This design comes from an exercise in tuning for small area on the open sky130 flow, not from production work.
In this exercise RTL edits were held to simulation tests only and were not proved equivalent to the original.
Power and IR drop assume default switching activity.

==> flow/design.v <==
module Regs(
    input        clk,
    input  [4:0] Rs1_addr,
    input  [4:0] Rs2_addr,
    input  [4:0] Wt_addr,
    input        RegWrite,
    input        Wt_bit,
    output       Rs1_bit,
    output       Rs2_bit
    );
    wire [31:0] q;
    assign q[0] = 1'b0;
    genvar i;
    generate
        for (i = 1; i < 32; i = i + 1) begin : r
            reg [31:0] x;
            always @(posedge clk)
                x <= {(RegWrite && Wt_addr == i) ? Wt_bit : x[0], x[31:1]};
            assign q[i] = x[0];
        end
    endgenerate
    assign Rs1_bit = q[Rs1_addr];
    assign Rs2_bit = q[Rs2_addr];
endmodule
`timescale 1ns / 1ps
module SCPU(
    input clk,
    input rst,
    input [31:0] inst_in,
    input [31:0] Data_in,
    output [3:0] RAM_mask,
    output [31:0] Data_out,
    output [31:0] Addr_out,
    output        MemWrite,
    output [31:0] PC_out
    );
reg  [4:0]  cnt;         
reg  [1:0]  ph;          
reg  [31:2] pc;
reg  [31:2] a;           
reg  [31:0] d;           
reg  [4:0]  t;           
reg         c;           
reg         ci;          
reg         f;           
wire init = ~ph[0] & ~ph[1];
wire p0   = ph[0];
wire p1   = ph[1];
wire c0   = (cnt == 5'd0);
wire c31  = (cnt == 5'd31);
wire [31:0] ins = inst_in;
wire [2:0]  f3  = ins[14:12];
wire o2 = ins[2], o3 = ins[3], o4 = ins[4], o5 = ins[5], o6 = ins[6];
wire isALU   = o4 & ~o2;             
wire isR     = isALU & o5;           
wire isU     = o4 & o2;              
wire isLUI   = isU & o5;
wire isAUIPC = isU & ~o5;
wire isJ     = ~o4 & o2;             
wire isJAL   = isJ & o3;
wire isBR    = o6 & ~o2;
wire isMEM   = ~o6 & ~o4;
wire isLOAD  = isMEM & ~o5;
wire isSTORE = isMEM & o5;
wire isShift = isALU & ~f3[1] & f3[0];
wire isSLL   = isShift & ~f3[2];
wire isSLT   = isALU & ~f3[2] & f3[1];
wire twoPh   = isBR | isMEM | isShift | isSLT;
wire rs1_bit, rs2_bit;
wire [31:0] pcf = {pc, 2'b00};
wire pc_bit = pcf[cnt];
reg imm_bit;
always @(*) begin
    if (isU)
        imm_bit = (cnt >= 5'd12) ? ins[cnt] : 1'b0;
    else if (isJAL) begin
        if (cnt == 5'd0)       imm_bit = 1'b0;
        else if (cnt <= 5'd10) imm_bit = ins[cnt + 5'd20];
        else if (cnt == 5'd11) imm_bit = ins[20];
        else if (cnt <= 5'd19) imm_bit = ins[cnt];
        else                   imm_bit = ins[31];
    end else begin
        if (cnt >= 5'd11)
            imm_bit = (isBR && cnt == 5'd11) ? ins[7] : ins[31];
        else if (cnt >= 5'd5)
            imm_bit = ins[cnt + 5'd20];
        else if (isBR | isSTORE)
            imm_bit = (isBR && cnt == 5'd0) ? 1'b0 : ins[cnt + 5'd7];
        else
            imm_bit = ins[cnt + 5'd20];
    end
end
wire sub   = p0 & ((isR & ins[30] & (f3 == 3'b000)) | isSLT | isBR | isSLL);
wire op_a  = (p1 | isAUIPC | isJAL) ? pc_bit : ((isLUI | isShift) ? 1'b0 : rs1_bit);
wire op_b  = (p0 & (isR | isBR)) ? rs2_bit : imm_bit;
wire bx    = op_b ^ sub;
wire cin   = c0 ? sub : c;
wire sum   = op_a ^ bx ^ cin;
wire cout  = (op_a & bx) | (op_a & cin) | (bx & cin);
reg alu_out;
always @(*) begin
    if (isALU)
        case (f3)
            3'b100:  alu_out = op_a ^ op_b;
            3'b110:  alu_out = op_a | op_b;
            3'b111:  alu_out = op_a & op_b;
            default: alu_out = sum;
        endcase
    else
        alu_out = sum;
end
wire ci_eff = (cnt == 5'd2) | ci;
wire inc_bit = pc_bit ^ ci_eff;
wire lt   = (op_a ^ op_b) ? op_a : sum;
wire ltu  = ~cout;
wire eq   = ~(f | sum);
wire cond = isBR ? ((f3[2] ? (f3[1] ? ltu : lt) : eq) ^ f3[0])
                 : (f3[0] ? ltu : lt);
wire [4:0] tap = isLOAD ? {t[1:0], 3'b000} : t;
wire [5:0] cs  = {1'b0, cnt} + {1'b0, t};
wire sh_fill   = isSLL ? ~(cs[5] | (t == 5'd0)) : cs[5];
wire ld_valid  = f3[1] | (f3[0] ? ~cnt[4] : (cnt[4:3] == 2'b00));
wire fill      = isLOAD ? ~ld_valid : sh_fill;
wire sgn       = isLOAD ? ~f3[2] : ins[30];
wire [1:0] off = t[1:0];
wire ld_first  = Data_in[{off, 3'b000}];
wire main_bit  = (isLOAD & c0) ? ld_first : d[tap];
wire p1_bit    = isSLT ? (c0 & f) : (fill ? (c & sgn) : main_bit);
wire rd_bit = p1 ? p1_bit : (isJ ? inc_bit : alu_out);
wire wr_p0  = (isALU & ~isShift & ~isSLT) | isU | isJ;
wire wr_p1  = isLOAD | isShift | isSLT;
wire we     = (p0 & wr_p0) | (p1 & wr_p1);
Regs U_regs (
    .clk(clk),
    .Rs1_addr(ins[19:15]),
    .Rs2_addr(ins[24:20]),
    .Wt_addr(ins[11:7]),
    .RegWrite(we),
    .Wt_bit(rd_bit),
    .Rs1_bit(rs1_bit),
    .Rs2_bit(rs2_bit)
);
wire commit = init | (p0 & ~twoPh) | p1;
wire a_in   = init ? 1'b0
            : p0 ? ((isJ | isMEM) ? sum : inc_bit)
            : ((isBR & f) ? sum : inc_bit);
wire [31:2] a_next = {a_in, a[31:3]};
always @(posedge clk) begin
    a  <= a_next;
    ci <= c31 ? 1'b0 : (pc_bit & ci_eff);
    if (commit & c31)
        pc <= a_next;
    if (p0 & (cnt < 5'd5))
        t <= {sum, t[4:1]};
    c <= (p1 & (isLOAD | isShift)) ? rd_bit : cout;
    if (p0)
        f <= c31 ? cond : ((~c0 & f) | sum);
end
wire st_bit = (f3[1:0] == 2'b00 && cnt >= 5'd8)  ? d[24]
            : (f3[1:0] == 2'b01 && cnt >= 5'd16) ? d[16]
            : rs2_bit;
wire d_in   = p1 ? d[0] : (isSTORE ? st_bit : rs1_bit);
wire cap    = p1 & isLOAD & c0;
always @(posedge clk) begin
    if (cap)
        d <= {Data_in[0], Data_in[31:1]};
    else
        d <= {d_in, d[31:1]};
end
always @(posedge clk or posedge rst) begin
    if (rst) begin
        cnt <= 5'd0;
        ph  <= 2'b00;
    end else begin
        cnt <= cnt + 5'd1;
        if (c31)
            ph <= (p0 & twoPh) ? 2'b10 : 2'b01;
    end
end
assign PC_out   = {pc, 2'b00};
assign Addr_out = {a, 2'b00};
assign Data_out = d;
assign MemWrite = p1 & isSTORE & c0;
assign RAM_mask = f3[1] ? 4'b1111
                : f3[0] ? (off[1] ? 4'b1100 : 4'b0011)
                : (4'b0001 << off);
endmodule
==> flow/config.mk <==
export PLATFORM = sky130hd
export DESIGN_NAME = SCPU
export DESIGN_NICKNAME = SCPU
export VERILOG_FILES = /design/flow/design.v
export SDC_FILE = /design/flow/constraint.sdc
export NUM_CORES = 4
export LEC_CHECK = 0
export CAP_MARGIN = 20
export CORE_MARGIN = 2
export CORE_UTILIZATION = 60
export PLACE_DENSITY = 0.8
export SLEW_MARGIN = 20
==> flow/constraint.sdc <==
create_clock -name core_clock -period 15.0 [get_ports {clk}]
set_input_delay 3.0000 -clock core_clock [delete_from_list [all_inputs] [get_ports {clk}]]
set_output_delay 3.0000 -clock core_clock [all_outputs]
set_load 0.01 [all_outputs]
standard.sh (not shown) runs the stock make flow with config.mk's settings and CLKGATE_MAP_FILE= SYNTH_SCRIPT=/design/flow/synth_recipe.tcl, a recipe that flattens the netlist after the stock synthesis.
==> flow/flow/run.sh <==
#!/bin/bash
# Standard ORFS layout (bash standard.sh) with two changes:
#  - port buffers use the smallest buffer (buf_1) instead of clkdlybuf4s50_1;
#  - CTS uses clkbuf_8 leaf buffers with clusters of up to 18 registers and no dummy loads.
# Each tool's full output stays in orfs/logs; make's own output goes to make.log.
set -euo pipefail
export BUFFER_PORTS_ARGS="-buffer_cell sky130_fd_sc_hd__buf_1"
export CTS_ARGS="-sink_clustering_enable -repair_clock_nets -buf_list sky130_fd_sc_hd__clkbuf_8 -sink_clustering_size 18 -sink_clustering_max_diameter 60 -sink_buffer_max_cap_derate 1.0 -dont_use_dummy_load"
bash standard.sh > make.log 2>&1
Edit:
--- a/flow/design.v
+++ b/flow/design.v
@@ -70,24 +70,22 @@
 wire [31:0] pcf = {pc, 2'b00};
 wire pc_bit = pcf[cnt];
+wire [31:0] ins_hi = {ins[31:12], 12'b0};
+wire hi_bit = ins_hi[cnt];                      
+wire [15:0] ins_lo = {5'b0, ins[30:20]};
+wire lo_bit = ins_lo[cnt[3:0]];                 
+wire [7:0] ins_sb = {3'b0, ins[11:7]};
+wire sb_bit = ins_sb[cnt[2:0]];                 
 reg imm_bit;
 always @(*) begin
-    if (isU)
-        imm_bit = (cnt >= 5'd12) ? ins[cnt] : 1'b0;
-    else if (isJAL) begin
-        if (cnt == 5'd0)       imm_bit = 1'b0;
-        else if (cnt <= 5'd10) imm_bit = ins[cnt + 5'd20];
-        else if (cnt == 5'd11) imm_bit = ins[20];
-        else if (cnt <= 5'd19) imm_bit = ins[cnt];
-        else                   imm_bit = ins[31];
-    end else begin
-        if (cnt >= 5'd11)
-            imm_bit = (isBR && cnt == 5'd11) ? ins[7] : ins[31];
-        else if (cnt >= 5'd5)
-            imm_bit = ins[cnt + 5'd20];
-        else if (isBR | isSTORE)
-            imm_bit = (isBR && cnt == 5'd0) ? 1'b0 : ins[cnt + 5'd7];
-        else
-            imm_bit = ins[cnt + 5'd20];
-    end
+    if (cnt >= 5'd12)
+        imm_bit = (isU | (isJAL & ~cnt[4]) | (isJAL & (cnt[4:2] == 3'b100))) ? hi_bit : ins[31];
+    else if (cnt == 5'd11)
+        imm_bit = isU ? 1'b0 : isJAL ? ins[20] : isBR ? ins[7] : ins[31];
+    else if (isU)
+        imm_bit = 1'b0;
+    else if ((cnt[4:2] == 3'b000 || cnt == 5'd4) && (isBR | isSTORE))
+        imm_bit = (isBR && cnt == 5'd0) ? 1'b0 : sb_bit;
+    else
+        imm_bit = (isJAL && cnt == 5'd0) ? 1'b0 : lo_bit;
 end
 wire sub   = p0 & ((isR & ins[30] & (f3 == 3'b000)) | isSLT | isBR | isSLL);
Effect: The new run produced a clean layout; area after synthesis shrinks by 2.1%; via count falls by 2.5%; sequential power stays flat; hold slack gets better by 16 ps; clock power stays flat.

what the ideal ports hide:
Ports are ideal in the flow. The routed layouts listed here were re-timed in OpenROAD. Step 1 assumes that a clkbuf_16 drives the clock port and a buf_2 every other input. Step 2, shift: input delay + t, output delay - t, t = (earliest + latest rising clock arrival at the registers) / 2. This alone moves slack from input paths to output paths. Three values: ideal, step 1, step 2; two values: the first two.
run	t (ns)	slack for setup (ns)	latest minus earliest clock arrival (ns)	worst data-port slew with drivers (ns)
the first run	0.682	7.566 / 7.537 / 7.002	0.058 / 0.059	0.10
the second run	0.665	7.671 / 7.647 / 7.596	0.064 / 0.063	0.09
After both steps setup and hold are still met in every run listed. For the first run, which loses most, drivers alone change the setup slack by -0.029 ns; drivers and shift together by -0.564 ns.
